From an optimization exercise on the open Yosys and OpenROAD flow, aimed at small area; shortcuts taken in it are not production practice. Only simulation tests tie the RTL to the original design; equivalence was not proved. No activity file was given, so power comes from the tool's default toggle rates.

==> flow/design.v <==
module rst_synch(RST_n, clk, rst_n);
input RST_n, clk;
output reg rst_n;
logic q1;  
always_ff @(negedge clk, negedge RST_n) begin
	if(!RST_n) begin
		q1 <= 1'b0;
		rst_n <= 1'b0;
	end
	else	begin
	    q1 <= 1'b1;
		rst_n <= q1;
	end
end
endmodule
module UART_rx(clk, rst_n, RX, clr_rdy, is_67, is_73, rdy);
input clk, rst_n, RX, clr_rdy;
output reg is_67, is_73;
output reg rdy;
logic start, shft;
logic [3:0] bit_cnt;
logic [11:0] baud_cnt;	 
logic IM_1, IM_2;
logic recieving;
logic state;			 
localparam [7:0] B67 = 8'h67;
localparam [7:0] B73 = 8'h73;
assign shft = (baud_cnt == 12'h1B1);
always_ff @(posedge clk) begin
	IM_1 <= RX;
	IM_2 <= IM_1;
end
wire [2:0] bidx = bit_cnt[2:0] - 3'd1;
wire dbit = (bit_cnt != 0) && (bit_cnt <= 8);
always_ff @(posedge clk) begin
	if (start) begin
		is_67 <= 1'b1;
		is_73 <= 1'b1;
	end else if (shft && dbit) begin
		is_67 <= is_67 & (IM_2 == B67[bidx]);
		is_73 <= is_73 & (IM_2 == B73[bidx]);
	end
end
always_ff @(posedge clk) begin
	if(start)
		baud_cnt <= 12'hE77;
	else if(shft)
		baud_cnt <= 12'h000;
	else if(recieving)
		baud_cnt <= {baud_cnt[10:0], ~(baud_cnt[11] ^ baud_cnt[5] ^ baud_cnt[3] ^ baud_cnt[0])};
end
always_ff @(posedge clk) begin
	if(start)
		bit_cnt <= 0;
	else if(shft)
		bit_cnt <= bit_cnt + 1;
end
assign start = !state & !IM_2;
assign recieving = state;
wire set_rdy = state & (bit_cnt == 10);
always_ff @ (posedge clk, negedge rst_n) begin
	if(!rst_n)
		state <= 1'b0;
	else if (start)
		state <= 1'b1;
	else if (set_rdy)
		state <= 1'b0;
end
always_ff @ (posedge clk, negedge rst_n) begin
	if(!rst_n) 
		rdy <= 1'b0;
	else if(clr_rdy)
		rdy <= 1'b0;
	else if(start)
		rdy <= 1'b0;
	else if(set_rdy)
		rdy <= 1'b1;
end
endmodule
module Auth_blk(clk, rst_n, RX, rider_off, pwr_up);
input clk, rst_n, RX, rider_off;
output reg pwr_up;
logic clr_rx_rdy, rx_rdy;
logic is_67, is_73;
UART_rx iUART(.clk, .rst_n, .RX, .clr_rdy(clr_rx_rdy), .is_67, .is_73, .rdy(rx_rdy));
typedef enum reg[1:0] {OFF,PWR1,PWR2} state_t;
state_t state, nxt_state;
always_ff @ (posedge clk, negedge rst_n) begin
	if(!rst_n)
		state <= OFF;
	else
		state <= nxt_state;
end
always_comb begin
	pwr_up = 0;
	clr_rx_rdy = 0;
	nxt_state = state;
	case(state)
		OFF:begin
			if(rx_rdy) begin
				if(is_67) begin
				    pwr_up = 1;
					nxt_state = PWR1;
				end
				clr_rx_rdy = 1;
			end
		end
		PWR1:begin
			pwr_up = 1;
			if(rx_rdy) begin
				if(is_73) 
					if(rider_off) begin
						nxt_state = OFF;
						pwr_up = 0;
					end
					else begin
						pwr_up = 1;
						nxt_state = PWR2;
					end
				clr_rx_rdy = 1;
			end
		end
		PWR2: begin 
			pwr_up = 1;
			if(rider_off) begin
				pwr_up = 0;
				nxt_state = OFF;
			end
			else if(rx_rdy) begin
				if(is_67) begin
					pwr_up = 1;
					nxt_state = PWR1;
				end
				clr_rx_rdy = 1;
			end
		end
		default: nxt_state = OFF;
	endcase 
end
endmodule
module SPI_mnrch #(parameter RW = 16) (clk, rst_n, MISO, wrt, SS_n, SCLK, done, rd_data, bit_cntr, init);
input clk, rst_n;
input MISO;
input wrt;
output reg SS_n;
output SCLK;
output reg done;
output reg [RW-1:0] rd_data;
output reg [3:0] bit_cntr;
output init;
logic shft, smpl, ld_SCLK, init, done15, set_done, shift_im;
logic [3:0] SCLK_div;
logic MISO_smpl;
typedef enum reg[1:0] {IDLE,FRONT_PORCH, WORKHORSE, BACK_PORCH} state_t;
state_t state, nxt_state;
always_ff @(posedge clk) begin
	if(ld_SCLK)
		SCLK_div <= 4'b1011;
	else
		SCLK_div <= SCLK_div + 1;
end
assign SCLK = SCLK_div[3];
assign smpl = (SCLK_div == 4'b0111);
assign shift_im = (SCLK_div == 4'b1111);
always_ff @(posedge clk) begin
	if(smpl)
		MISO_smpl <= MISO;
end
always_ff @(posedge clk) begin	
	if(shft)
		rd_data <= {rd_data[RW-2:0], MISO_smpl};
end
always_ff @(posedge clk) begin
	if(init)
		bit_cntr <= 4'h0;
	else if(shft)
		bit_cntr <= bit_cntr + 1;
end
assign done15 = &bit_cntr;
always_ff @ (posedge clk, negedge rst_n) begin
	if(!rst_n)
		state <= IDLE;
	else
		state <= nxt_state;
end
always_comb begin
	init = 1'b0;
	ld_SCLK = 1'b0;
	set_done = 1'b0;
	shft = 1'b0;
	nxt_state = state;
	case (state)
		IDLE: begin
		    ld_SCLK = 1'b1;
			if(wrt) begin
				init = 1'b1;
				nxt_state = FRONT_PORCH;
			end	
		end
		FRONT_PORCH: begin 
			if(shift_im)
				nxt_state = WORKHORSE;
		end
		WORKHORSE: begin
			shft = shift_im;
			if(done15) begin
				nxt_state = BACK_PORCH;
			end
		end
		BACK_PORCH: begin
			if(shift_im) begin
			    shft = 1'b1;
				ld_SCLK = 1'b1;
				set_done = 1'b1;
			    nxt_state = IDLE;
			end
		end
	endcase
end
always_ff @ (posedge clk, negedge rst_n) begin
	if(!rst_n)
		SS_n <= 1'b1;
	else if(init)
		SS_n <= 1'b0;
	else if(set_done)
		SS_n <= 1'b1;
end
always_ff @ (posedge clk, negedge rst_n) begin
	if(!rst_n)
		done <= 1'b0;
	else if(init)
		done <= 1'b0;
	else if(set_done)
		done <= 1'b1;
end
endmodule
module inertial_integrator(clk, rst_n, vld, ptch_rt, AZ, ptch, win, step);
input clk, rst_n, vld;
input signed [15:0]ptch_rt;
input signed [15:0]AZ;
output signed [15:0]ptch;
input win;			 
input [5:0] step;	 
localparam [15:0] AZ_K = 16'hFF60;	 
reg signed [26:0]ptch_int;
assign ptch = ptch_int[26:11];
reg sc;				 
reg [8:1] d;		 
reg [2:0] cy;		 
reg ybit;			 
wire lo = (step < 6'd16);
wire az_b = AZ[step[3:0]];
wire k_b = AZ_K[step[3:0]];
wire cur = lo ? (az_b ^ k_b ^ sc) : d[1];
wire [5:0] pidx = step - 6'd13;
wire pb = (step < 6'd13) ? 1'b0 : (step > 6'd28) ? ~ptch[15] : ~ptch[pidx[3:0]];
wire [3:0] col = cur + d[1] + d[2] + d[6] + d[8] + pb + cy;
always_ff @(posedge clk) begin
	if (!win) begin
		sc <= 1'b0;
		d <= 8'h00;
		cy <= 3'b000;
	end else begin
		sc <= (az_b & k_b) | (az_b & sc) | (k_b & sc);
		d <= {d[7:1], cur};
		cy <= col[3:1];
	end
	ybit <= col[0];
end
wire fus_pos = ~ybit;
wire w = ptch_rt[15] & ~|ptch_rt[14:7] & (ptch_rt[6:0] < 7'h50);
wire [26:0] nb = ~{{11{ptch_rt[15]}}, ptch_rt};
wire [26:0] kk = {{10{~fus_pos | w}}, ~fus_pos ^ w, {5{~fus_pos}}, 11'h451};
always @(posedge clk, negedge rst_n)
	if(!rst_n)
		ptch_int <= 0;
	else if(vld)
		ptch_int <= ptch_int + nb + kk;
endmodule
module inert_intf(clk,rst_n,ptch,ptch_rt,vld,SS_n,SCLK,
                  MOSI,MISO,INT,boot);
  parameter fast_sim = 1;
  input clk, rst_n;
  input MISO;
  input INT;
  input boot;				 
  output signed [15:0] ptch;
  output signed [15:0] ptch_rt;
  output reg vld;
  output SS_n,SCLK,MOSI;
  reg [9:0] timer;			 
  reg [7:0] AZl;
  reg [7:0] ptch_rt_h,ptch_rt_l;
  reg INT_ff1,INT_ff2;
  reg [2:0] cmd_id;			 
  logic wrt;
  logic clr_tmr;
  logic capture_ptchl,capture_ptchh;
  logic capture_AZl;
  wire done, init;
  wire [7:0] inert_data;
  wire [3:0] bit_cntr;
  wire signed [15:0] AZ;
  typedef enum reg [3:0] {INIT1,INIT2,INIT3,INIT4,WAIT,PTCHL,PTCHH,
                          AZL,AZH} state_t;
  state_t state,nxt_state;
  SPI_mnrch #(8) iSPI(.clk(clk),.rst_n(rst_n),.SS_n(SS_n),.SCLK(SCLK),
                  .MISO(MISO),.wrt(wrt),.done(done),
				  .rd_data(inert_data),.bit_cntr(bit_cntr),.init(init));
  logic [15:0] cmd;
  always_comb
    case (cmd_id)
      3'd0: cmd = 16'h0D02;
      3'd1: cmd = 16'h1053;
      3'd2: cmd = 16'h1150;
      3'd3: cmd = 16'h1460;
      3'd4: cmd = 16'hA200;
      3'd5: cmd = 16'hA300;
      3'd6: cmd = 16'hAC00;
      default: cmd = 16'hAD00;
    endcase
  assign MOSI = cmd[~bit_cntr];
  always_ff @(posedge clk)
    if (init)
      cmd_id <= state[2:0];
  wire win = (state == AZH) && (&timer[9:6]);
  inertial_integrator iINT(.clk(clk), .rst_n(rst_n), .vld(vld),
                           .ptch_rt(ptch_rt), .AZ(AZ), .ptch(ptch),
                           .win(win), .step(timer[5:0]));
  always_ff @(posedge clk) begin
	  INT_ff1 <= INT;
	  INT_ff2 <= INT_ff1;
	end
  always_ff @(posedge clk,negedge rst_n)
    if (!rst_n)
	  state <= INIT1;
	else
	  state <= nxt_state;
  always_ff @(posedge clk, negedge rst_n)
    if (!rst_n)
	   timer <= 0;
	 else if (clr_tmr)
	   timer <= 0;
	 else
	   timer <= timer + 1;
  always_comb begin
    clr_tmr = 0;
    wrt = 0;
	capture_ptchl = 0;
	capture_ptchh = 0;
	capture_AZl = 0;
	vld = 0;
	nxt_state = INIT1;
	 case (state)
	   INIT1 : begin
		  if (boot) begin
		    wrt = 1;
		    nxt_state = INIT2;
		  end
	   end
	   INIT2 : begin
		  if (&timer) begin
		    wrt = 1;
		    nxt_state = INIT3;
		  end else
		    nxt_state = INIT2;
	   end
	   INIT3 : begin
		  if (&timer) begin
		    wrt = 1;
		    nxt_state = INIT4;
		  end else
		    nxt_state = INIT3;
	   end
	   INIT4 : begin
		  if (&timer) begin
		    wrt = 1;
		    nxt_state = WAIT;
		  end else 
		    nxt_state = INIT4;
	   end
	   WAIT : begin
	     if (INT_ff2) begin
		    wrt = 1;
		    clr_tmr = 1;
		    nxt_state = PTCHL;
		  end else
		    nxt_state = WAIT;
	   end
	   PTCHL : begin
		  capture_ptchl = done;
		  if (&timer) begin
		    wrt = 1;
		    nxt_state = PTCHH;
		  end else
		    nxt_state = PTCHL;
      end
	   PTCHH : begin
		  capture_ptchh = done;
		  if (&timer) begin
		    wrt = 1;
		    nxt_state = AZL;
		  end else
		    nxt_state = PTCHH;
      end
	   AZL : begin
		  capture_AZl = done;
		  if (&timer) begin
		    wrt = 1;
		    nxt_state = AZH;
		  end else
		    nxt_state = AZL;
      end
	   AZH : begin
		  if (&timer) begin
		    vld = 1;
		    nxt_state = WAIT;
		  end else
		    nxt_state = AZH;
      end
	   default : begin
	  	  clr_tmr = 1;
	     nxt_state = INIT1;
	   end
	 endcase
  end
  always_ff @(posedge clk, negedge rst_n)
    if (!rst_n)
	  ptch_rt_l <= 8'h00;
    else if (capture_ptchl)
	  ptch_rt_l <= inert_data;
  always_ff @(posedge clk, negedge rst_n)
    if (!rst_n)
	  ptch_rt_h <= 8'h00;
    else if (capture_ptchh)
	  ptch_rt_h <= inert_data;
  always_ff @(posedge clk)
    if (capture_AZl)
	  AZl <= inert_data;
  assign AZ = {inert_data,AZl};
  assign ptch_rt = {ptch_rt_h,ptch_rt_l};
endmodule
module PID(clk, rst_n, vld, pwr_up, rider_off, ptch, ptch_rt, PID_cntrl, ss_tmr);
	parameter fast_sim = 1;
	input clk, rst_n, vld, pwr_up, rider_off;
	input logic signed [15:0]ptch, ptch_rt;
	output logic signed [11:0]PID_cntrl;
	output [7:0]ss_tmr;
	logic signed [9:0] ptch_err_sat;
	localparam P_COEFF = 5'h0C; 
	logic signed [14:0] P_term;
	logic signed [14:0]I_term;
	reg signed [17:0] integrator;
	wire signed [17:0]ptch_err_sat_sext;
	wire signed [17:0]I_mux1_mux2;
	wire signed[17:0]ptch_err_sat_sext_sum;
	wire I_overflow;
	logic signed [12:0]D_term_temp;
	logic signed [12:0]D_term;
	logic signed [15:0] P_term_sext, I_term_sext, D_term_sext, PID_sum;
	reg [11:0] ss_pre;
	reg [7:0] ss_cnt;
	wire pre_wrap = (ss_pre == 12'h23F);
	always_ff @(posedge clk)begin
		if(!pwr_up) begin
			ss_cnt <= 8'h00;
			ss_pre <= 12'h000;
		end else if(!(&ss_cnt)) begin
			ss_pre <= pre_wrap ? 12'h000 : {ss_pre[10:0], ~(ss_pre[11] ^ ss_pre[5] ^ ss_pre[3] ^ ss_pre[0])};
			if (pre_wrap)
				ss_cnt <= ss_cnt + 1'b1;
		end
	end
	assign ss_tmr = ss_cnt;
	assign ptch_err_sat = (~ptch[15] && (|ptch[14:9]))?10'h1ff:
								(ptch[15] && !(&ptch[14:9]))? 10'h200:
								{ptch[15], ptch[8:0]};
	assign P_term = ptch_err_sat * $signed(P_COEFF);
	assign ptch_err_sat_sext = {{8{ptch_err_sat[9]}},ptch_err_sat};
	assign ptch_err_sat_sext_sum = ptch_err_sat_sext + integrator;
	assign I_overflow = (ptch_err_sat_sext[17] == integrator[17] && ptch_err_sat_sext_sum[17] != integrator[17])? 1:0;
	always_ff @(posedge clk)begin
		if(rider_off)
			integrator <= 0;
		else if(vld && !I_overflow)
			integrator <= ptch_err_sat_sext_sum;
	end
	generate if(fast_sim)begin
		assign I_term = (~integrator[17] && (|integrator[17:15]))? 15'h3fff:
						(integrator[17] && ~&integrator[17:15])? 15'h4000:
						integrator[15:1];
	end
	else begin
		assign I_term = {{3{integrator[17]}}, integrator[17:6]};
	end
	endgenerate
	assign D_term_temp = {{3{ptch_rt[15]}} ,ptch_rt[15:6]};
	assign D_term = ~D_term_temp;
	assign P_term_sext = {P_term[14],P_term};
	assign I_term_sext = {I_term[14],I_term};
	assign D_term_sext = {{3{D_term[12]}},D_term};
	assign PID_sum = P_term_sext + I_term_sext + D_term_sext;
	always_ff @(posedge clk)
		PID_cntrl <= (~PID_sum[15] && (|PID_sum[14:11]))? 12'h7ff:
							(PID_sum[15] && !(&PID_sum[14:11]))? 12'h800:
							{PID_sum[15],PID_sum[10:0]};
endmodule
module SegwayMath(clk, PID_cntrl, ss_tmr, steer_pot, en_steer, pwr_up, lft_mag, lft_sgn, rght_mag, rght_sgn, too_fast);
input clk;
input signed [11:0] PID_cntrl;
input [7:0] ss_tmr;
input [11:0] steer_pot;
input en_steer, pwr_up;
output [10:0] lft_mag, rght_mag;
output lft_sgn, rght_sgn;
output reg too_fast;
logic signed [19:0] prod_cntrl_ss;
logic signed [11:0] PID_ss;
logic [11:0] steer_pot_limited;
logic [11:0] m;
logic signed [7:0] q;
logic signed [9:0] steer_pot_scaled;
logic signed [12:0] lft_torque, rght_torque;
logic lft_fast, rght_fast;
assign prod_cntrl_ss = PID_cntrl * $signed({1'b0,ss_tmr});
assign PID_ss = prod_cntrl_ss[19:8];
assign steer_pot_limited = (steer_pot < 12'h200) ? 12'h200 :
                           (steer_pot > 12'hE00) ? 12'hE00 :
                           steer_pot;
assign m = steer_pot_limited + 12'd1;
assign q = {~m[11], m[10:4]};
assign steer_pot_scaled = {q[7], q, 1'b0} + {{2{q[7]}}, q} + m[3];
wire signed [9:0] sp = en_steer ? steer_pot_scaled : 10'sd0;
assign lft_torque = PID_ss + sp;
assign rght_torque = PID_ss - sp;
shape iSL(.t(lft_torque), .pwr_up(pwr_up), .mag(lft_mag), .sgn(lft_sgn), .fast(lft_fast));
shape iSR(.t(rght_torque), .pwr_up(pwr_up), .mag(rght_mag), .sgn(rght_sgn), .fast(rght_fast));
always_ff @(posedge clk)
	too_fast <= lft_fast | rght_fast;
endmodule
module shape(input signed [12:0] t, input pwr_up, output [10:0] mag, output sgn, output fast);
	wire neg = t[12];
	wire [11:0] u = t[11:0] ^ {12{neg}};
	wire big = (u[11:6] != 6'd0) | (u[5:0] > (neg ? 6'd59 : 6'd60));
	wire [5:0] hi = u[11:6] + 6'd15;
	wire [10:0] mbig = (u[11:6] >= 6'd17) ? 11'h7FF : {hi[4:0], u[5:0]};
	wire [10:0] msmall = {u[6:0], {4{neg}}};
	assign mag = !pwr_up ? 11'h000 : big ? mbig : msmall;
	assign sgn = pwr_up & neg;
	assign fast = pwr_up & ~neg & (u > 12'd832);
endmodule
module balance_cntrl(clk,rst_n,vld,ptch,ptch_rt,pwr_up,rider_off,steer_pot,en_steer,lft_mag,lft_sgn,rght_mag,rght_sgn,too_fast);
parameter fast_sim = 1'b1;
input clk,rst_n;   
input vld;   
input [15:0] ptch;   
input [15:0] ptch_rt;   
input pwr_up;   
input rider_off;   
input [11:0] steer_pot;   
input en_steer;  
output [10:0] lft_mag, rght_mag;   
output lft_sgn, rght_sgn;   
output too_fast;   
logic [11:0] PID_cntrl;
logic [7:0] ss_tmr;
PID #(fast_sim) iPID(.clk(clk),.rst_n(rst_n),.vld(vld),.ptch(ptch),.ptch_rt(ptch_rt), .pwr_up(pwr_up),
					.rider_off(rider_off),.PID_cntrl(PID_cntrl), .ss_tmr(ss_tmr));
SegwayMath iSegwayMath(.clk(clk), .PID_cntrl(PID_cntrl), .ss_tmr(ss_tmr),.steer_pot(steer_pot), .en_steer(en_steer), 
						.pwr_up(pwr_up), .lft_mag, .lft_sgn, .rght_mag, .rght_sgn, .too_fast(too_fast));
endmodule
module steer_en_SM(clk,rst_n,tmr_full,sum_gt_min,sum_lt_min,diff_gt_1_4,
                   diff_gt_15_16,clr_tmr,en_steer,rider_off,steer_st);
 input clk;				 
  input rst_n;				 
  input tmr_full;			 
  input sum_gt_min;			 
  input sum_lt_min;			 
  input diff_gt_1_4;		 
  input diff_gt_15_16;		 
  output logic clr_tmr;		 
  output logic en_steer;	 
  output logic rider_off;	 
  output logic steer_st;	 
  typedef enum reg[1:0] {IDLE, RIDER_ON, STEER_ENABLED} state_t;
	state_t state, nxt_state;
	assign steer_st = (state == STEER_ENABLED);
  always_ff @(posedge clk, negedge rst_n) begin  
		if(!rst_n)
			state <= IDLE;
		else
			state <= nxt_state;
	end
  always_comb begin  
	nxt_state = state;
	clr_tmr = 1'b0;
	en_steer = 1'b0;
	rider_off = 1'b1;
	case(state)
		IDLE: begin 
				if(sum_gt_min) begin  
					rider_off = 1'b0;
					nxt_state = RIDER_ON;
					clr_tmr = 1'b1;
				end
			end	
		RIDER_ON: begin 
					if(sum_lt_min) begin  
						nxt_state = IDLE;
					end
					else if(~diff_gt_1_4 && tmr_full) begin 
						nxt_state = STEER_ENABLED;
						rider_off = 1'b0;
						en_steer = 1'b1;
						clr_tmr = 1'b1;
					end
					else if(~diff_gt_1_4) begin
						rider_off = 1'b0;
					end
					else if(tmr_full) begin
						rider_off = 1'b0;
						clr_tmr = 1'b1;
					end
					else begin  
						clr_tmr = 1'b0;
						rider_off = 1'b0;
					end
				end	
		STEER_ENABLED: begin
				if(sum_lt_min) begin  
					nxt_state = IDLE;
				end
				else if(diff_gt_15_16) begin
					nxt_state = RIDER_ON;
					clr_tmr = 1'b1;
					rider_off = 1'b0;
				end
				else begin  
					en_steer = 1'b1;
					rider_off = 1'b0;
				end
			end
		endcase
	end
endmodule
module steer_en(clk, rst_n, lft_ld, rght_ld, en_steer, rider_off);
	parameter fast_sim = 1;
	input clk, rst_n;
	input [11:0] lft_ld, rght_ld;
	output en_steer, rider_off;
	localparam MIN_RIDER_WT = 12'h200;
	localparam WT_HYSTERESIS = 8'h40;
	logic [12:0]sum;
	logic [11:0]diff;
	logic [11:0]sum_15_16;
	logic [11:0]thr;
	logic clr, full, steer_st, diff_gt;
	logic sum_lt_min, sum_gt_min;
	reg [15:0]tmr;		 
	assign sum = lft_ld + rght_ld;
	assign diff = lft_ld - rght_ld;
	assign sum_lt_min = (sum < MIN_RIDER_WT - WT_HYSTERESIS);
	assign sum_gt_min = (sum > MIN_RIDER_WT + WT_HYSTERESIS);
	wire [3:0] g = sum[3:1] + sum[3:2] + sum[3];
	assign sum_15_16 = {sum[11:4], g} - {3'b000, sum[12:4]};
	assign thr = steer_st ? sum_15_16 : {1'b0, sum[12:2]};
	wire neg = diff[11];
	wire [11:0] x = diff ^ {12{neg}};
	wire [12:0] cmp = {1'b0, x} + {1'b0, ~thr} + neg;
	assign diff_gt = cmp[12];
	always @(posedge clk)
		if(clr)
			tmr <= '0;
		else
			tmr <= {tmr[14:0], ~(tmr[15] ^ tmr[14] ^ tmr[12] ^ tmr[3])};
	assign full = (tmr == 16'hD577);
	steer_en_SM SM(.clk, .rst_n, .clr_tmr(clr), .tmr_full(full), .sum_gt_min, .sum_lt_min,
	               .diff_gt_1_4(diff_gt), .diff_gt_15_16(diff_gt), .rider_off, .en_steer, .steer_st);
endmodule
module PWM11(clk, rst_n, cnt, duty, en, PWM_sig);
input clk, rst_n;
input [10:0] cnt;
input [10:0] duty;
input en;			 
output reg PWM_sig;
always_ff @(posedge clk)
	PWM_sig <= en & (cnt < duty);
endmodule
module mtr_drv(clk,rst_n,lft_mag_in,lft_sgn_in,rght_mag_in,rght_sgn_in,OVR_I_lft,OVR_I_rght,PWM1_lft,
               PWM2_lft,PWM1_rght,PWM2_rght);
  input clk,rst_n;
  input [10:0] lft_mag_in, rght_mag_in;
  input lft_sgn_in, rght_sgn_in;
  input OVR_I_lft, OVR_I_rght;
  output PWM1_lft, PWM2_lft, PWM1_rght, PWM2_rght;
  reg [10:0] cnt;
  reg [10:0] lft_mag, rght_mag;
  reg lft_sgn, rght_sgn, lft_sgn_nxt, rght_sgn_nxt;
  reg spd_vld;
  reg OVR_I_ff1,OVR_I_ff2,OVR_I_ff3;
  reg OVR_I_shtdwn;
  reg [6:0] OVR_I_cnt;
  reg [3:0] PWM_cycle_cnt;
  reg OVR_I_inc_blank_n;
  wire PWM_lft,PWM_rght;
  wire PWM_synch, pre_synch;
  wire OVR_I_rise;
  wire OVR_I_blank_n;
  always_ff @(posedge clk, negedge rst_n)
    if(!rst_n) 
      cnt <= 11'h000;
    else 
      cnt <= cnt + 1;
  assign PWM_synch = &cnt;
  assign pre_synch = (cnt == 11'h7FE);
  assign OVR_I_blank_n = |cnt[10:8];
  always_ff @(posedge clk, negedge rst_n)
    if (!rst_n)
      spd_vld <= 1'b0;
    else if (pre_synch)
      spd_vld <= 1'b1;
  always_ff @(posedge clk)
    if (pre_synch) begin
	   lft_mag <= lft_mag_in;
	   rght_mag <= rght_mag_in;
      lft_sgn_nxt <= lft_sgn_in;
      rght_sgn_nxt <= rght_sgn_in;
    end
  always_ff @(posedge clk)
    if (PWM_synch) begin
	   lft_sgn <= lft_sgn_nxt;
	   rght_sgn <= rght_sgn_nxt;
	 end
  PWM11 iPWM_lft(.clk(clk), .rst_n(rst_n), .cnt(cnt), .duty(lft_mag), .en(spd_vld), .PWM_sig(PWM_lft)); 
  PWM11 iPWM_rght(.clk(clk), .rst_n(rst_n), .cnt(cnt), .duty(rght_mag), .en(spd_vld), .PWM_sig(PWM_rght));
  always_ff @(posedge clk, negedge rst_n)
    if (!rst_n) begin
	  OVR_I_ff1 <= 1'b0;
	  OVR_I_ff2 <= 1'b0;
	  OVR_I_ff3 <= 1'b0;
	end else begin
	  OVR_I_ff1 <= OVR_I_blank_n & (OVR_I_lft | OVR_I_rght);
	  OVR_I_ff2 <= OVR_I_ff1;
	  OVR_I_ff3 <= OVR_I_ff2;
	end
  assign OVR_I_rise = OVR_I_ff2 & ~OVR_I_ff3;
  always_ff @(posedge clk, negedge rst_n)
    if (!rst_n)
      OVR_I_cnt <= 7'h00;
    else if (OVR_I_rise & OVR_I_inc_blank_n)
      OVR_I_cnt <= OVR_I_cnt + 1;
    else if ((&PWM_cycle_cnt) & PWM_synch & (|OVR_I_cnt))
	  OVR_I_cnt <= OVR_I_cnt - 1;
  always_ff @(posedge clk)
    if (PWM_synch)
	  OVR_I_inc_blank_n <= 1'b1;
	else if (OVR_I_rise)
	  OVR_I_inc_blank_n <= 1'b0;
  always_ff @(posedge clk, negedge rst_n)
    if (!rst_n)
	  PWM_cycle_cnt <= 4'h0;
	else if (PWM_synch)
	  PWM_cycle_cnt <= PWM_cycle_cnt + 1;
  always_ff @(posedge clk, negedge rst_n)
    if (!rst_n)
	  OVR_I_shtdwn <= 1'b0;
	else if (&OVR_I_cnt)
	  OVR_I_shtdwn <= 1'b1;
  wire off = OVR_I_ff2 | ~OVR_I_inc_blank_n | OVR_I_shtdwn;
  assign PWM1_lft = ~off & ~lft_sgn & PWM_lft;
  assign PWM2_lft = ~off & lft_sgn & PWM_lft;
  assign PWM1_rght = ~off & ~rght_sgn & PWM_rght;
  assign PWM2_rght = ~off & rght_sgn & PWM_rght;
endmodule
module A2D_intf(input clk, rst_n, MISO, nxt, 
				output reg[11:0] lft_ld, rght_ld, steer_pot,
				output reg batt11,
				output SS_n, SCLK, MOSI);
logic wrt, done, update, init;
logic [11:0] rd_data;
logic [3:0] bit_cntr;
logic[1:0] counter;
SPI_mnrch #(12) iSPI(.clk, .rst_n, .MISO, .wrt, .SCLK, .SS_n, .done, .rd_data, .bit_cntr, .init);
always_ff @(posedge clk, negedge rst_n) begin
	if(!rst_n) lft_ld <= 12'h000;
	else if(counter == 0 && update) lft_ld <= rd_data;
end
always_ff @(posedge clk, negedge rst_n) begin
	if(!rst_n) rght_ld <= 12'h000;
	else if(counter == 1 && update) rght_ld <= rd_data;
end
always_ff @(posedge clk, negedge rst_n) begin
	if(!rst_n) steer_pot <= 12'h000;
	else if(counter == 2 && update) steer_pot <= rd_data;
end
always_ff @(posedge clk, negedge rst_n) begin
	if(!rst_n) batt11 <= 1'b0;
	else if(counter == 3 && update) batt11 <= rd_data[11];
end
always_ff @(posedge clk, negedge rst_n) begin
	if(!rst_n) counter <= 0;
	else if(update) counter <= counter + 1;
end
assign MOSI = (bit_cntr == 4'd2) ? (counter != 0) :
              (bit_cntr == 4'd3) ? (counter == 3) :
              (bit_cntr == 4'd4) ? (counter == 2) : 1'b0;
typedef enum reg[1:0] {IDLE, WRITE, READ, WAIT} state_t;
state_t state, nxt_state;
always_ff @(posedge clk, negedge rst_n) begin
	if(!rst_n) state <= IDLE;
	else state <= nxt_state;
end
always_comb begin
	wrt = 0;
	update = 0;
	nxt_state = state;
	case(state)
		IDLE: begin
			if(nxt) begin
				nxt_state = WRITE;
				wrt = 1;
			end
		end
		WRITE: begin
			if(done) begin
				nxt_state = WAIT;
			end
		end
		WAIT: begin
			wrt = 1;
			nxt_state = READ;
		end
		READ: begin
			if(done) begin
				update = 1;
				nxt_state = IDLE;
			end
		end
	endcase
end
endmodule
module piezo_drv(input clk, input rst_n, input en_steer, input too_fast, input batt_low, output piezo, output piezo_n, output boot);
parameter fast_sim = 1'b1;
logic [18:0] note_tmr;		 
logic [8:0] freq_tmr;		 
logic [21:0] repeat_tmr;	 
logic note_tmr_full, repeat_full, rst_note_dur;
logic freq_full;
logic [8:0] half;
typedef enum reg[2:0] {IDLE, NOTE1, NOTE2, NOTE3, NOTE4, NOTE5, NOTE6} state_nm;
state_nm state, nxt_state;
wire [21:0] repeat_nxt = {repeat_tmr[20:0], ~(repeat_tmr[21] ^ repeat_tmr[20])};
assign repeat_full = (repeat_tmr == 22'h38C82B);
assign boot = (repeat_tmr == 22'h3878F7);
always_ff @(posedge clk, negedge rst_n) begin
	if(!rst_n)
		repeat_tmr <= '0;
	else if(repeat_full)
		repeat_tmr <= '0; 
	else
		repeat_tmr <= repeat_nxt;
end
always_ff @(posedge clk) begin
	if(rst_note_dur | note_tmr_full)
		note_tmr <= '0;
	else
		note_tmr <= note_tmr + 1'b1;
end
always_ff @(posedge clk) begin
	if (freq_full || rst_note_dur)
		freq_tmr <= '0;
	else
		freq_tmr <= freq_tmr + 1'b1;	
end
assign piezo = (freq_tmr >= half);
assign piezo_n = ~piezo;
always_ff @(posedge clk, negedge rst_n) begin
	if(!rst_n) 
		state <= IDLE;
	else
		state <= nxt_state;
end
always_comb begin
	nxt_state = state;
	rst_note_dur = 1'b0;
	freq_full = (freq_tmr >= 9'd297);
	half = 9'd149;
	note_tmr_full = note_tmr[17];
	case(state)
		IDLE: begin
			if(too_fast)
				nxt_state = NOTE1;
			else if(repeat_full) begin
				if(batt_low)
					nxt_state = NOTE6;
				else if(en_steer)
					nxt_state = NOTE1;
			end
			rst_note_dur = 1'b1;
		end
		NOTE1: begin
			freq_full = (freq_tmr >= 9'd499);
			half = 9'd250;
			if(note_tmr_full) begin
				if(too_fast)
					nxt_state = NOTE2;
				else if(batt_low)
					nxt_state = IDLE;
				else if(en_steer)
					nxt_state = NOTE2;
				else 
					nxt_state = IDLE;
			end
		end
		NOTE2: begin
			freq_full = (freq_tmr >= 9'd374);
			half = 9'd187;
			if(note_tmr_full) begin
				if(too_fast)
					nxt_state = NOTE3;
				else if(batt_low)
					nxt_state = NOTE1;
				else if(en_steer)
					nxt_state = NOTE3;
				else 
					nxt_state = IDLE;
			end
		end
		NOTE3: begin
			if(note_tmr_full) begin
				if(too_fast)
					nxt_state = NOTE1;
				else if(batt_low)
					nxt_state = NOTE2;
				else if(en_steer)
					nxt_state = NOTE4;
				else 
					nxt_state = IDLE;
			end
		end
		NOTE4: begin
			freq_full = (freq_tmr >= 9'd250);
			half = 9'd125;
			note_tmr_full = note_tmr[17] & note_tmr[16];
			if(note_tmr_full) begin
				if(batt_low)
					nxt_state = NOTE3;
				else if(en_steer)
					nxt_state = NOTE5;
				else 
					nxt_state = IDLE;
			end
		end
		NOTE5: begin
			note_tmr_full = note_tmr[16];
			if(note_tmr_full) begin
				if(batt_low)
					nxt_state = NOTE4;
				else if(en_steer)
					nxt_state = NOTE6;
				else 
					nxt_state = IDLE;
			end
		end
		NOTE6: begin
			freq_full = (freq_tmr >= 9'd250);
			half = 9'd125;
			note_tmr_full = note_tmr[18];
			if(note_tmr_full) begin
				if(batt_low)
					nxt_state = NOTE5;
				else
					nxt_state = IDLE;
			end
		end
		default: ;
	endcase
end
endmodule
module Segway(clk,RST_n,INERT_SS_n,INERT_MOSI,INERT_SCLK,
              INERT_MISO,INERT_INT,A2D_SS_n,A2D_MOSI,A2D_SCLK,
			  A2D_MISO,PWM1_lft,PWM2_lft,PWM1_rght,PWM2_rght,
			  OVR_I_lft,OVR_I_rght,piezo_n,piezo,RX);
  input clk,RST_n;
  input INERT_MISO;						 
  input A2D_MISO;						 
  input INERT_INT;						 
  input OVR_I_lft,OVR_I_rght;			 
  input RX;								 
  output A2D_SS_n, INERT_SS_n;			 
  output A2D_MOSI, INERT_MOSI;			 
  output A2D_SCLK, INERT_SCLK;			 
  output PWM1_lft, PWM2_lft;  			 
  output PWM1_rght,PWM2_rght;			 
  output piezo_n,piezo;					 
  logic rst_n;							 
  logic vld;								 
  logic [15:0] ptch;						 
  logic [15:0] ptch_rt;
  logic [10:0] lft_mag, rght_mag;		 
  logic lft_sgn, rght_sgn;				 
  logic lft_rev, rght_rev;				 
  logic [11:0] lft_ld, rght_ld;		 
  logic batt11;							 
  logic [11:0] steer_pot;
  logic norm_mode;						 
  logic en_steer;						 
  logic rider_off;						 
  logic batt_low;
  logic too_fast;
  logic boot;							 
  logic pwr_up;							 
  localparam BATT_THRES = 12'h800;
  localparam fast_sim = 1;
  Auth_blk iAuth(.clk(clk),.rst_n(rst_n),.RX(RX),.rider_off(rider_off),.pwr_up(pwr_up));
  inert_intf #(fast_sim) iNEMO(.clk(clk),.rst_n(rst_n),.ptch(ptch),.ptch_rt(ptch_rt),
                   .vld(vld),.SS_n(INERT_SS_n),.SCLK(INERT_SCLK),
				   .MOSI(INERT_MOSI),.MISO(INERT_MISO),
				   .INT(INERT_INT),.boot(boot));
  balance_cntrl #(fast_sim) iBAL(.clk(clk),.rst_n(rst_n),.vld(vld),.ptch(ptch),
                     .ptch_rt(ptch_rt),.pwr_up(pwr_up),.rider_off(rider_off),
					 .steer_pot(steer_pot),.en_steer(en_steer),.lft_mag(lft_mag),.lft_sgn(lft_sgn),
					 .rght_mag(rght_mag),.rght_sgn(rght_sgn),.too_fast(too_fast));
  steer_en #(fast_sim) iSTR(.clk(clk),.rst_n(rst_n),.lft_ld(lft_ld),
                            .rght_ld(rght_ld),
							.en_steer(en_steer),.rider_off(rider_off));
  mtr_drv iDRV(.clk(clk),.rst_n(rst_n),.lft_mag_in(lft_mag),.lft_sgn_in(lft_sgn),
               .rght_mag_in(rght_mag),.rght_sgn_in(rght_sgn),.PWM1_lft(PWM1_lft),.PWM2_lft(PWM2_lft),
			   .PWM1_rght(PWM1_rght),.PWM2_rght(PWM2_rght),
			   .OVR_I_lft(OVR_I_lft),.OVR_I_rght(OVR_I_rght));
  A2D_intf iA2D(.clk(clk),.rst_n(rst_n),.nxt(vld),.lft_ld(lft_ld),.rght_ld(rght_ld),
                .batt11(batt11),.steer_pot(steer_pot),.SS_n(A2D_SS_n),.SCLK(A2D_SCLK),
				.MOSI(A2D_MOSI),.MISO(A2D_MISO));
  assign batt_low = ~batt11;		 
  piezo_drv #(fast_sim) iBUZZ(.clk(clk),.rst_n(rst_n),.en_steer(en_steer),.too_fast(too_fast),
              .batt_low(batt_low),.piezo(piezo),.piezo_n(piezo_n),.boot(boot));
  rst_synch iRST(.clk(clk),.RST_n(RST_n),.rst_n(rst_n));
endmodule
==> flow/flow/run.sh <==
#!/bin/bash
set -euo pipefail
export FLOW_FLOW_DIR=$(cd "$(dirname "${BASH_SOURCE[0]}")" && pwd)
{ cat "$FLOW_FLOW_DIR/abc_override.tcl"; cat synth_recipe.tcl; } > my_synth.tcl
bash standard.sh SYNTH_SCRIPT=$PWD/my_synth.tcl \
  "SYNTH_OPERATIONS_ARGS=-booth -extra-map $FLOW_FLOW_DIR/lcu_ripple.v" \
  ADDER_MAP_FILE= finish > flow.log 2>&1
==> flow/flow/abc_override.tcl <==
# Map with an area-oriented ABC script instead of the flow's default one.
# Only the combinational mapping changes; the registers are mapped before.
proc abc {args} {
  set i [lsearch -exact $args -script]
  if { $i >= 0 } {
    set args [lreplace $args [expr {$i + 1}] [expr {$i + 1}] $::env(FLOW_FLOW_DIR)/area.abc]
  }
  yosys abc {*}$args
}
==> flow/flow/area.abc <==
strash
dc2
dch -f
amap
topo
==> flow/flow/lcu_ripple.v <==
(* techmap_celltype = "$lcu" *)
module _80_lcu_ripple (P, G, CI, CO);
	parameter WIDTH = 2;
	(* force_downto *)
	input [WIDTH-1:0] P, G;
	input CI;
	(* force_downto *)
	output [WIDTH-1:0] CO;
	genvar i;
	generate for (i = 0; i < WIDTH; i = i + 1) begin : g
		if (i == 0)
			assign CO[i] = G[i] | (P[i] & CI);
		else
			assign CO[i] = G[i] | (P[i] & CO[i-1]);
	end endgenerate
endmodule
==> flow/standard.sh <==
#!/bin/bash
# synth_recipe.tcl (not shown) runs the flow's synth.tcl, then flattens the netlist and writes it again
# the make line also repeats each setting of config.mk as NAME=value (left out here)
make -C /OpenROAD-flow-scripts/flow DESIGN_CONFIG=/design/flow/config.mk WORK_HOME=/design/flow/orfs CLKGATE_MAP_FILE= SYNTH_SCRIPT=/design/flow/synth_recipe.tcl "${@:-finish}"
==> flow/config.mk <==
export PLATFORM = sky130hd
export DESIGN_NAME = Segway
export DESIGN_NICKNAME = Segway
export VERILOG_FILES = /design/flow/design.v
export SDC_FILE = /design/flow/constraint.sdc
export NUM_CORES = 4
export LEC_CHECK = 0
export ABC_AREA = 1
export CAP_MARGIN = 20
export CORE_MARGIN = 2
export CORE_UTILIZATION = 40
export CTS_BUF_LIST = sky130_fd_sc_hd__clkbuf_8
export CTS_CLUSTER_DIAMETER = 60
export CTS_CLUSTER_SIZE = 15
export SLEW_MARGIN = 20
==> flow/constraint.sdc <==
create_clock -name core_clock -period 12.0 [get_ports {clk}]
set_input_delay 2.4000 -clock core_clock [delete_from_list [all_inputs] [get_ports {clk}]]
set_output_delay 2.4000 -clock core_clock [all_outputs]
set_load 0.01 [all_outputs]
==> impl_results.html, run 1 <==
<table>
<tr><th>Metric</th><th>Value</th></tr>
<tr><th colspan="2">Die</th></tr>
<tr><td>Height of the chip</td><td>239.0 um</td></tr>
<tr><td>Count of standard-cell rows</td><td>86</td></tr>
<tr><td>Boundary Pins</td><td>20</td></tr>
<tr><td>Placeable core area</td><td>0.05488 mm2</td></tr>
<tr><td>Initial cell density of the core</td><td>40.24%</td></tr>
<tr><td>Full die area</td><td>0.05710 mm2</td></tr>
<tr><td>Die Wd</td><td>239.0 um</td></tr>
<tr><th colspan="2">Final layout</th></tr>
<tr><td>Filler-free cell count of the finished design</td><td>3866</td></tr>
<tr><td>Filler Cells Inserted</td><td>5492</td></tr>
<tr><td>Area growth from synthesis to layout</td><td>10.29%</td></tr>
<tr><td>Ratio of cells with drive above 1 in the final layout</td><td>3.954%</td></tr>
<tr><td>Number of nets in the layout</td><td>3137</td></tr>
<tr><td>Post-layout instance area</td><td>0.02435 mm2</td></tr>
<tr><th colspan="2">Critical path</th></tr>
<tr><td>Category of cells accounting for the largest share of critical-path delay</td><td>compound AO/OA/AOI/OAI gates</td></tr>
<tr><td>Kind of capture point of the worst setup path</td><td>flip-flop</td></tr>
<tr><td>Delay of the slowest cell on the worst path</td><td>520 ps</td></tr>
<tr><td>Critical path buffers and inverters</td><td>8</td></tr>
<tr><td>Cell with the biggest individual delay on the critical path</td><td>sky130_fd_sc_hd__or4_1</td></tr>
<tr><td>Worst-case register-to-register setup slack</td><td>1350 ps</td></tr>
<tr><td>Largest fanout on the critical path</td><td>14</td></tr>
<tr><td>Worst Setup Path Type</td><td>flip-flop to flip-flop</td></tr>
<tr><td>Data required time at the worst endpoint</td><td>12500 ps</td></tr>
<tr><td>Most prevalent standard cell on the critical path</td><td>sky130_fd_sc_hd__o21ai_0</td></tr>
<tr><td>Data arrival time of the critical path</td><td>11150 ps</td></tr>
<tr><td>Startpoint Class</td><td>flip-flop</td></tr>
<tr><th colspan="2">Timing</th></tr>
<tr><td>Worst-Margin Slew</td><td>988.7 ps</td></tr>
<tr><td>Highest attainable clock frequency</td><td>93.94 MHz</td></tr>
<tr><td>Worst Hold Margin</td><td>297.9 ps</td></tr>
<tr><td>Worst slew margin relative to its limit</td><td>33.84%</td></tr>
<tr><td>Crit path time final</td><td>10650 ps</td></tr>
<tr><td>Fin Setup TNS</td><td>0 ps</td></tr>
<tr><td>Final Hold Violating Endpoints</td><td>0</td></tr>
<tr><td>Final worst path period share</td><td>88.71%</td></tr>
<tr><td>Endpoints failing setup</td><td>0</td></tr>
<tr><td>Final Slew Violations</td><td>0</td></tr>
<tr><td>Worst clock skew on the final layout</td><td>63.50 ps</td></tr>
<tr><th colspan="2">Placement</th></tr>
<tr><td>Dpl cell area</td><td>0.02333 mm2</td></tr>
<tr><td>HPWL after detailed placement</td><td>39.49 mm</td></tr>
<tr><td>Total of buffers placed on input and output ports</td><td>19</td></tr>
<tr><td>Placed insts</td><td>3780</td></tr>
<tr><td>Weighted congestion at the end of routability-driven global placement</td><td>0.8775</td></tr>
<tr><th colspan="2">Pwr</th></tr>
<tr><td>Power density over the cells</td><td>96.18 mW/mm2</td></tr>
<tr><td>Reported leakage power</td><td>8.832 nW</td></tr>
<tr><td>Maximum ir drop on the vdd rail</td><td>0.00009776 V</td></tr>
<tr><th colspan="2">Synthesis</th></tr>
<tr><td>Number of enable-type register cells in the synthesized netlist</td><td>59</td></tr>
<tr><td>Most common flop cell mapped by yosys</td><td>sky130_fd_sc_hd__dfrtp_1</td></tr>
<tr><td>Fraction of registers with async set/reset</td><td>44.39%</td></tr>
<tr><td>Unique cell type count in the Yosys netlist</td><td>59</td></tr>
<tr><td>Post-Synthesis Mean Instance Area</td><td>7.259 um2</td></tr>
<tr><td>YS warnings</td><td>15</td></tr>
<tr><td>Syn Inst Count</td><td>3042</td></tr>
<tr><td>Syn Std Cell Area</td><td>0.02208 mm2</td></tr>
<tr><td>Total nets after synthesis</td><td>3050</td></tr>
<tr><td>Fraction of the yosys area taken by sequential cells</td><td>40.35%</td></tr>
<tr><td>Number of synthesized register bits</td><td>374</td></tr>
<tr><th colspan="2">Global routing</th></tr>
<tr><td>GR Layer Usage met2</td><td>31.16%</td></tr>
<tr><td>Initial antenna violation count</td><td>1</td></tr>
<tr><td>Via count of the first global-routing pass</td><td>19374</td></tr>
<tr><td>Overflow left after global routing</td><td>0</td></tr>
<tr><td>Gr usage total</td><td>18.60%</td></tr>
<tr><td>Pin count of the biggest net entering global routing</td><td>69</td></tr>
<tr><td>Met3 track utilization from global routing</td><td>2.344%</td></tr>
<tr><td>GR Util met1</td><td>25.10%</td></tr>
<tr><td>Busiest layer in global routing</td><td>met2</td></tr>
<tr><td>First-pass GRT wire length</td><td>90.32 mm</td></tr>
<tr><th colspan="2">Clock tree</th></tr>
<tr><td>Total number of clock tree sinks</td><td>374</td></tr>
<tr><td># hold bufs at CTS</td><td>0</td></tr>
<tr><td>Clock Latency Late Sink</td><td>640 ps</td></tr>
<tr><td>Number of buffers between clock root and the deepest sink</td><td>3</td></tr>
<tr><td>Clk pin slew, worst setup/hold paths</td><td>100 ps</td></tr>
<tr><td>CTS tree</td><td>yes</td></tr>
<tr><td>Htree depth</td><td>2</td></tr>
<tr><td>Root buffer cell</td><td>sky130_fd_sc_hd__clkbuf_8</td></tr>
<tr><td>Cts bufs inserted</td><td>40</td></tr>
<tr><th colspan="2">Detailed routing</th></tr>
<tr><td>Antenna viol nets, final</td><td>0</td></tr>
<tr><td>Average wire per cell in the routed design</td><td>13.82 um</td></tr>
<tr><td>DR pass1 iterations</td><td>5</td></tr>
<tr><td>DRC Markers</td><td>0</td></tr>
<tr><td>Aggregate routed wire length</td><td>53.43 mm</td></tr>
<tr><td>Number of vias after detailed routing</td><td>21238</td></tr>
<tr><td>Mean number of vias per cell</td><td>5.494</td></tr>
<tr><td>Iteration-0 DRC count of the detailed router</td><td>1219</td></tr>
<tr><th colspan="2">Run</th></tr>
<tr><td>Number of violations of the max-capacitance limit</td><td>0</td></tr>
<tr><th colspan="2">Worst hold path</th></tr>
<tr><td>Type of the worst min-delay path</td><td>flip-flop to flip-flop</td></tr>
<tr><th colspan="2">Run status</th></tr>
<tr><td>Run status</td><td>no timing/DRC/antenna violations</td></tr>
</table>
worst reg2reg max path: cells and delay by family (launching register included):
family / cells / cell delay, ps
AND/OR/NAND/NOR: 22 / 2720
AO/OA/AOI/OAI: 38 / 6040
buffers and inverters: 8 / 1380
flip-flops: 1 / 380
synth_stat cells, drive strengths merged (3+ instances only):
cell	count	area (um2)
o32ai	22	192.7
a32oi	3	26.28
nor4	19	118.9
or4	7	52.55
nand4	12	75.07
nand3	22	110.1
o22a	5	43.79
a311oi	4	35.03
o211ai	8	60.06
clkinv	371	1393
a211oi	28	210.2
a221o	5	50.05
dfxtp	149	2983
edfxtp	59	1772
o221ai	10	87.58
nor3	91	455.4
nor2b	33	206.5
o21bai	3	22.52
and3	16	100.1
nand2b	5	31.28
or3	11	68.82
a2111oi	5	43.79
a221oi	14	122.6
xnor2	4	35.03
a21o	19	142.6
a21oi	271	1356
a31oi	16	100.1
o21a	79	593.1
o22ai	194	1214
or2	11	68.82
o31ai	7	52.55
dfrtp	162	4054
nor2	558	2095
o221a	18	202.7
a22oi	51	382.9
buf	12	45.04
nand2	330	1239
and2	22	137.6
o21ai	358	1792
repair_timing:
action / in CTS / in global routing
resized for setup: 0 / 23
buffers inserted: 0 / 11
endpoints found under the setup margin: 0 / 23
path summary, 6_finish.rpt:
| kind | from | to | depth (start not counted) |
|---|---|---|---|
| max | iA2D.lft_ld[1] | iBAL.iSegwayMath.too_fast | 68 |
| max reg2reg | iA2D.lft_ld[1] | iBAL.iSegwayMath.too_fast | 68 |
| max in group asynchronous | RST_n | iRST.q1 | 1 |
| min reg2reg | iRST.q1 | iRST.rst_n | 0 |
| min | iRST.q1 | iRST.rst_n | 0 |
| min in group asynchronous | iRST.rst_n | iA2D.lft_ld[0] | 0 |
logic make-up (layout without fill, tap and decap cells):
logic type | count (synthesis) | in the layout | synth area share [%]
XOR/XNOR | 4 | 4 | 0.1586
AO/OA/AOI/OAI | 1140 | 1140 | 31.30
flip-flops | 374 | 374 | 40.35
buffers and inverters | 383 | 502 | 6.510
AND/OR/NAND/NOR | 1140 | 1140 | 21.66
other | 1 | 2 | 0.01698
routing by layer:
| metal | up-vias | part of all wire (%) |
|---|---|---|
| met2 | 366 | 46 |
| met5 | - | 0 |
| li1 | 11134 | - |
| met1 | 9670 | 48 |
| met4 | 0 | 2.1 |
| met3 | 68 | 3.5 |
layout by cell type, fill, tap and decap left out, types with 79 or more instances in the layout:
master / instances
sky130_fd_sc_hd__nand2_1: 330
sky130_fd_sc_hd__dfrtp_1: 162
sky130_fd_sc_hd__o21ai_0: 349
sky130_fd_sc_hd__a21oi_1: 267
sky130_fd_sc_hd__o22ai_1: 190
sky130_fd_sc_hd__nor3_1: 90
sky130_fd_sc_hd__o21a_1: 79
sky130_fd_sc_hd__nor2_1: 555
sky130_fd_sc_hd__clkinv_1: 368
sky130_fd_sc_hd__dfxtp_1: 149
area by class of cell:
cell class	instances	area (um2)	area share (%)
Sequential cell	374	8911	36.59
Tap cell	704	880.8	3.617
Clock buffer	43	591.8	2.430
Timing Repair Buffer	57	475.5	1.952
Clock inverter	31	281.5	1.156
Antenna cell	1	2.502	0.01027
Multi-Input combinational cell	2285	11810	48.50
Inverter	371	1400	5.749
per-stage QoR:
| stage | power [W] | setup slack (ps) | utilization (%) |
|---|---|---|---|
| CTS | 0.002386 | 382.4 | 44.11 |
| detailed placement | 0.001459 | 475.8 | 42.52 |
| floorplan | 0.001424 | 959.0 | - |
| global placement | 0.001454 | 1300 | 42.52 |
| finish | 0.002342 | 1355 | 44.38 |
| global route | 0.002451 | -19.34 | 44.38 |
sequential cells by signal, indices dropped and copies added (netlist names), 10 cells and up:
name,flops
iNEMO.iINT.ptch_int,27
iBUZZ.repeat_tmr,22
iBUZZ.note_tmr,19
iBAL.iPID.integrator,18
iSTR.tmr,16
iA2D.iSPI.rd_data,12
iA2D.lft_ld,12
iA2D.rght_ld,12
iA2D.steer_pot,12
iAuth.iUART.baud_cnt,12
iBAL.iPID.PID_cntrl,12
iBAL.iPID.ss_pre,12
iDRV.cnt,11
iDRV.lft_mag,11
iDRV.rght_mag,11
iNEMO.timer,10
report_power, final:
group	internal, W	switching [W]	leakage, nW
Clock	0.000402	0.000509	0.481
Combinational	0.0000362	0.0000649	4.50
Sequential	0.00130	0.0000249	3.85
Total	0.00174	0.000599	8.83
==> inputs of run 2 (changes only) <==
==> flow/flow/run.sh (replaced) <==
#!/bin/bash
set -euo pipefail
export FLOW_FLOW_DIR=$(cd "$(dirname "${BASH_SOURCE[0]}")" && pwd)
CTS_SIZE=${CTS_SIZE:-18}
CTS_DIAM=${CTS_DIAM:-70}
{ cat "$FLOW_FLOW_DIR/abc_override.tcl"; cat synth_recipe.tcl; } > my_synth.tcl
bash standard.sh SYNTH_SCRIPT=$PWD/my_synth.tcl \
  "SYNTH_OPERATIONS_ARGS=-booth -extra-map $FLOW_FLOW_DIR/lcu_ripple.v" \
  ADDER_MAP_FILE= \
  "CTS_ARGS=-sink_clustering_enable -repair_clock_nets -sink_clustering_size $CTS_SIZE -sink_clustering_max_diameter $CTS_DIAM -buf_list sky130_fd_sc_hd__clkbuf_8 -dont_use_dummy_load" \
  finish > flow.log 2>&1
==> flow/flow/area.abc (replaced) <==
strash
dc2
dch -f
amap
strash
dc2
dch -f
amap
topo
--- a/flow/config.mk
+++ b/flow/config.mk
@@ -9,7 +9,5 @@
 export CAP_MARGIN = 20
 export CORE_MARGIN = 2
 export CORE_UTILIZATION = 40
-export CTS_BUF_LIST = sky130_fd_sc_hd__clkbuf_8
-export CTS_CLUSTER_DIAMETER = 60
-export CTS_CLUSTER_SIZE = 15
+export GPL_TIMING_DRIVEN = 0
 export SLEW_MARGIN = 20
==> run 2 against run 1 <==
Final cell count shrank 2.5%. Synthesized cell count down 1.4%. Maximum frequency down 3.0%.
==> impl_results.html, run 2 <==
<table>
<tr><th>Metric</th><th>Value</th></tr>
<tr><th colspan="2">Run status</th></tr>
<tr><td>Run status</td><td>no timing/DRC/antenna violations (unchanged)</td></tr>
<tr><th colspan="2">Clock tree</th></tr>
<tr><td>Total number of clock tree sinks</td><td>374 (unchanged)</td></tr>
<tr><td># hold bufs at CTS</td><td>0 (unchanged)</td></tr>
<tr><td>Htree depth</td><td>1 (was 2)</td></tr>
<tr><td>Cts bufs inserted</td><td>28 (was 40)</td></tr>
<tr><td>Clk pin slew, worst setup/hold paths</td><td>100 ps (about the same)</td></tr>
<tr><td>Root buffer cell</td><td>sky130_fd_sc_hd__clkbuf_8 (unchanged)</td></tr>
<tr><td>CTS tree</td><td>yes (unchanged)</td></tr>
<tr><td>Number of buffers between clock root and the deepest sink</td><td>3 (unchanged)</td></tr>
<tr><td>Clock Latency Late Sink</td><td>700 ps (was 640 ps)</td></tr>
<tr><th colspan="2">Final layout</th></tr>
<tr><td>Most common cell after layout, fill and taps aside</td><td>sky130_fd_sc_hd__nor2_1 (unchanged)</td></tr>
<tr><td>Share of the core filled with cells in the final layout</td><td>44.40% (was 44.38%)</td></tr>
<tr><td>Register name with the most flops</td><td>iNEMO.iINT.ptch_int (unchanged)</td></tr>
<tr><td>Area growth from synthesis to layout</td><td>9.181% (was 10.29%)</td></tr>
<tr><td>Most frequent cells in the layout</td><td>sky130_fd_sc_hd__nor2_1 (522), sky130_fd_sc_hd__clkinv_1 (371), sky130_fd_sc_hd__nand2_1 (332) (was sky130_fd_sc_hd__nor2_1 (555), sky130_fd_sc_hd__clkinv_1 (368), sky130_fd_sc_hd__o21ai_0 (349))</td></tr>
<tr><td>Registers with the highest flip-flop counts</td><td>iNEMO.iINT.ptch_int x27, iBUZZ.repeat_tmr x22, iBUZZ.note_tmr x19 (unchanged)</td></tr>
<tr><td>Ratio of cells with drive above 1 in the final layout</td><td>3.318% (was 3.954%)</td></tr>
<tr><td>Number of nets in the layout</td><td>3084 (was 3137)</td></tr>
<tr><td>Antenna diode count</td><td>0 (was 1)</td></tr>
<tr><td>Largest register FFs</td><td>27 (unchanged)</td></tr>
<tr><th colspan="2">Detailed routing</th></tr>
<tr><td>Aggregate routed wire length</td><td>52.23 mm (was 53.43 mm)</td></tr>
<tr><td>Number of vias after detailed routing</td><td>20731 (was 21238)</td></tr>
<tr><td>Antenna viol nets, final</td><td>0 (unchanged)</td></tr>
<tr><td>Average wire per cell in the routed design</td><td>13.85 um (was 13.82 um)</td></tr>
<tr><td>DRC Markers</td><td>0 (unchanged)</td></tr>
<tr><td>Mean number of vias per cell</td><td>5.499 (was 5.494)</td></tr>
<tr><td>Iteration-0 DRC count of the detailed router</td><td>1190 (was 1219)</td></tr>
<tr><td>DR pass1 iterations</td><td>5 (unchanged)</td></tr>
<tr><th colspan="2">Critical path</th></tr>
<tr><td>Kind of capture point of the worst setup path</td><td>flip-flop (unchanged)</td></tr>
<tr><td>Cell with the biggest individual delay on the critical path</td><td>sky130_fd_sc_hd__dfrtp_1 (was sky130_fd_sc_hd__or4_1)</td></tr>
<tr><td>Data arrival time of the critical path</td><td>11330 ps (was 11150 ps)</td></tr>
<tr><td>Category of cells accounting for the largest share of critical-path delay</td><td>compound AO/OA/AOI/OAI gates (unchanged)</td></tr>
<tr><td>Most prevalent standard cell on the critical path</td><td>sky130_fd_sc_hd__nand2_1 (was sky130_fd_sc_hd__o21ai_0)</td></tr>
<tr><td>Largest fanout on the critical path</td><td>12 (was 14)</td></tr>
<tr><td>Critical path buffers and inverters</td><td>8 (unchanged)</td></tr>
<tr><td>Startpoint Class</td><td>flip-flop (unchanged)</td></tr>
<tr><td>Worst Setup Path Type</td><td>flip-flop to flip-flop (unchanged)</td></tr>
<tr><td>Data required time at the worst endpoint</td><td>12360 ps (was 12500 ps)</td></tr>
<tr><td>Worst-case register-to-register setup slack</td><td>1030 ps (was 1350 ps)</td></tr>
<tr><td>Delay of the slowest cell on the worst path</td><td>440 ps (was 520 ps)</td></tr>
<tr><th colspan="2">Timing</th></tr>
<tr><td>Crit path time final</td><td>10970 ps (was 10650 ps)</td></tr>
<tr><td>Worst clock skew on the final layout</td><td>151.0 ps (was 63.50 ps)</td></tr>
<tr><td>Endpoints failing setup</td><td>0 (unchanged)</td></tr>
<tr><td>Final worst path period share</td><td>91.41% (was 88.71%)</td></tr>
<tr><td>Final Slew Violations</td><td>0 (unchanged)</td></tr>
<tr><td>Worst slew margin relative to its limit</td><td>27.93% (was 33.84%)</td></tr>
<tr><td>Worst-Margin Slew</td><td>1081 ps (was 988.7 ps)</td></tr>
<tr><td>Highest attainable clock frequency</td><td>91.16 MHz (was 93.94 MHz)</td></tr>
<tr><td>Final Hold Violating Endpoints</td><td>0 (unchanged)</td></tr>
<tr><th colspan="2">Worst hold path</th></tr>
<tr><td>Type of the worst min-delay path</td><td>flip-flop to flip-flop (unchanged)</td></tr>
<tr><th colspan="2">Global routing</th></tr>
<tr><td>First-pass GRT wire length</td><td>88.49 mm (was 90.32 mm)</td></tr>
<tr><td>Pin count of the biggest net entering global routing</td><td>38 (was 69)</td></tr>
<tr><td>Gr usage total</td><td>18.21% (was 18.60%)</td></tr>
<tr><td>Initial antenna violation count</td><td>0 (was 1)</td></tr>
<tr><td>Via count of the first global-routing pass</td><td>18968 (was 19374)</td></tr>
<tr><td>Overflow left after global routing</td><td>0 (unchanged)</td></tr>
<tr><th colspan="2">Pwr</th></tr>
<tr><td>Logic gate share of total power</td><td>7.0% (was 4.3%)</td></tr>
<tr><td>Power density over the cells</td><td>87.42 mW/mm2 (was 96.18 mW/mm2)</td></tr>
<tr><td>Maximum ir drop on the vdd rail</td><td>0.00008954 V (was 0.00009776 V)</td></tr>
<tr><td>Net switching fraction of the power</td><td>24.97% (was 25.57%)</td></tr>
<tr><td>Internal power</td><td>0.001573 W (was 0.001743 W)</td></tr>
<tr><td>Power, Total</td><td>0.002097 W (was 0.002342 W)</td></tr>
<tr><td>Relative contribution of the clock network to total power</td><td>28.9% (was 38.9%)</td></tr>
<tr><td>Switching Power</td><td>0.0005235 W (was 0.0005990 W)</td></tr>
<tr><td>Share of total power in sequential cells</td><td>64.1% (was 56.8%)</td></tr>
<tr><td>Reported leakage power</td><td>8.585 nW (was 8.832 nW)</td></tr>
<tr><th colspan="2">Die</th></tr>
<tr><td>Placeable core area</td><td>0.05403 mm2 (was 0.05488 mm2)</td></tr>
<tr><td>Initial cell density of the core</td><td>40.66% (was 40.24%)</td></tr>
<tr><td>Height of the chip</td><td>238.4 um (was 239.0 um)</td></tr>
<tr><td>Die Wd</td><td>238.4 um (was 239.0 um)</td></tr>
<tr><td>Count of standard-cell rows</td><td>85 (was 86)</td></tr>
<tr><td>Boundary Pins</td><td>20 (unchanged)</td></tr>
<tr><td>Full die area</td><td>0.05682 mm2 (was 0.05710 mm2)</td></tr>
<tr><th colspan="2">Synthesis</th></tr>
<tr><td>Most common library cells after synthesis</td><td>sky130_fd_sc_hd__nor2_1 (529), sky130_fd_sc_hd__clkinv_1 (378), sky130_fd_sc_hd__o21ai_0 (335), sky130_fd_sc_hd__nand2_1 (333), sky130_fd_sc_hd__a21oi_1 (242) (was sky130_fd_sc_hd__nor2_1 (558), sky130_fd_sc_hd__clkinv_1 (371), sky130_fd_sc_hd__o21ai_0 (358), sky130_fd_sc_hd__nand2_1 (330), sky130_fd_sc_hd__a21oi_1 (271))</td></tr>
<tr><td>Leading area contributor after synthesis</td><td>sky130_fd_sc_hd__dfrtp_1 (unchanged)</td></tr>
<tr><td>Fraction of registers with async set/reset</td><td>44.39% (unchanged)</td></tr>
<tr><td>YS warnings</td><td>15 (unchanged)</td></tr>
<tr><td>Cell with the most instances after synthesis</td><td>sky130_fd_sc_hd__nor2_1 (unchanged)</td></tr>
<tr><td>Post-Synthesis Mean Instance Area</td><td>7.328 um2 (was 7.259 um2)</td></tr>
<tr><td>Fraction of post-synthesis cell area in the top cell type by area</td><td>18.45% (was 18.36%)</td></tr>
<tr><td>Total nets after synthesis</td><td>3006 (was 3050)</td></tr>
<tr><td>Unique cell type count in the Yosys netlist</td><td>62 (was 59)</td></tr>
<tr><td>Syn Inst Count</td><td>2998 (was 3042)</td></tr>
<tr><td>Most common flop cell mapped by yosys</td><td>sky130_fd_sc_hd__dfrtp_1 (unchanged)</td></tr>
<tr><td>Syn Std Cell Area</td><td>0.02197 mm2 (was 0.02208 mm2)</td></tr>
<tr><td>Fraction of the yosys area taken by sequential cells</td><td>40.56% (was 40.35%)</td></tr>
<tr><td>Number of synthesized register bits</td><td>374 (unchanged)</td></tr>
<tr><td>Leading post-synthesis cells by cell area</td><td>sky130_fd_sc_hd__dfrtp_1 (18%), sky130_fd_sc_hd__dfxtp_1 (14%), sky130_fd_sc_hd__nor2_1 (9.0%), sky130_fd_sc_hd__edfxtp_1 (8.1%), sky130_fd_sc_hd__o21ai_0 (7.6%) (was sky130_fd_sc_hd__dfrtp_1 (18%), sky130_fd_sc_hd__dfxtp_1 (14%), sky130_fd_sc_hd__nor2_1 (9.5%), sky130_fd_sc_hd__o21ai_0 (8.1%), sky130_fd_sc_hd__edfxtp_1 (8.0%))</td></tr>
<tr><td>Number of enable-type register cells in the synthesized netlist</td><td>59 (unchanged)</td></tr>
<tr><th colspan="2">Run</th></tr>
<tr><td>Number of violations of the max-capacitance limit</td><td>0 (unchanged)</td></tr>
<tr><th colspan="2">Placement</th></tr>
<tr><td>HPWL after detailed placement</td><td>39.21 mm (was 39.49 mm)</td></tr>
<tr><td>Weighted congestion at the end of routability-driven global placement</td><td>0.8692 (was 0.8775)</td></tr>
<tr><td>Total of buffers placed on input and output ports</td><td>19 (unchanged)</td></tr>
</table>
==> run 2: worst paths after layout <==
check | start | to | cells past startpoint
max | iA2D.rght_ld[1] | iDRV.lft_mag[2] | 74
max in group asynchronous | RST_n | iRST.q1 | 1
min | iRST.q1 | iRST.rst_n | 0
min in group asynchronous | iRST.rst_n | iA2D.iSPI.done | 1
min reg2reg | iRST.q1 | iRST.rst_n | 0
max reg2reg | iA2D.rght_ld[1] | iDRV.lft_mag[2] | 74
==> run 2: power groups by stage <==
| stage | Clock [W] | Sequential, W | Combinational (W) |
|---|---|---|---|
| after global routing | 0.000678 | 0.00135 | 0.000167 |
| after CTS | 0.000638 | 0.00134 | 0.000148 |
| after detailed placement | 0 | 0.00137 | 0.000148 |
| after global placement | 0 | 0.00138 | 0.000120 |
| after floorplan | 0 | 0.00137 | 0.0000929 |
| final | 0.000607 | 0.00134 | 0.000147 |
==> run 2: metrics by stage <==
| stage | hold slack, ps | worst slack (ps) | area (um2) | setup TNS (ps) | cells |
|---|---|---|---|---|---|
| finish | 304.1 | 1031 | 23990 | 0 | 3770 |
| global route | 311.9 | -149.5 | 23990 | -1216 | 3770 |
| detailed placement | 304.7 | -1142 | 23340 | -19470 | 3732 |
| CTS | 305.5 | 53.45 | 23760 | 0 | 3760 |
| floorplan | 291.7 | 959.0 | 21970 | 0 | 2998 |
| global placement | 296.9 | -1535 | 23030 | -217830 | 3713 |
==> run 2: metal layers <==
metal | vias to the layer above | track usage (%) | part of all wire [%]
li1 | 10930 | - | -
met1 | 9314 | 25.07 | 48
met2 | 408 | 30.53 | 46
met3 | 79 | 2.082 | 4.1
met4 | 0 | 4.489 | 2.1
met5 | - | 0 | 0
==> run 2: kinds of logic (layout without fill, tap and decap cells) <==
logic type / count (synthesis) / after routing / synth area share, %
other: 1 / 1 / 0.01707
buffers and inverters: 390 / 466 / 6.663
XOR/XNOR: 1 / 1 / 0.03987
AO/OA/AOI/OAI: 1115 / 1115 / 31.28
AND/OR/NAND/NOR: 1117 / 1117 / 21.44
flip-flops: 374 / 374 / 40.56
==> run 2: worst register-to-register path, delay by kind of cell, from the launching register on <==
| kind | cells | cell delay (ps) |
|---|---|---|
| buffers and inverters | 8 | 1210 |
| and+or+nand+nor | 33 | 3840 |
| AOI/OAI and AO/OA | 33 | 5260 |
| DFF | 1 | 440 |
==> run 2: final cells by class <==
cell class / count / area [um2]
Tap cell: 696 / 870.8
Fill cell: 5422 / 30040
Buffer: 12 / 45.04
Sequential cell: 374 / 8912
Timing Repair Buffer: 48 / 541.8
Inverter: 378 / 1428
Multi-Input combinational cell: 2234 / 11800
Clock buffer: 28 / 385.4
==> run 2: what timing repair did <==
action,CTS,global route
endpoints found under the setup margin,23,23
resized for setup,10,38
pin swaps,0,7
setup buffers,0,10
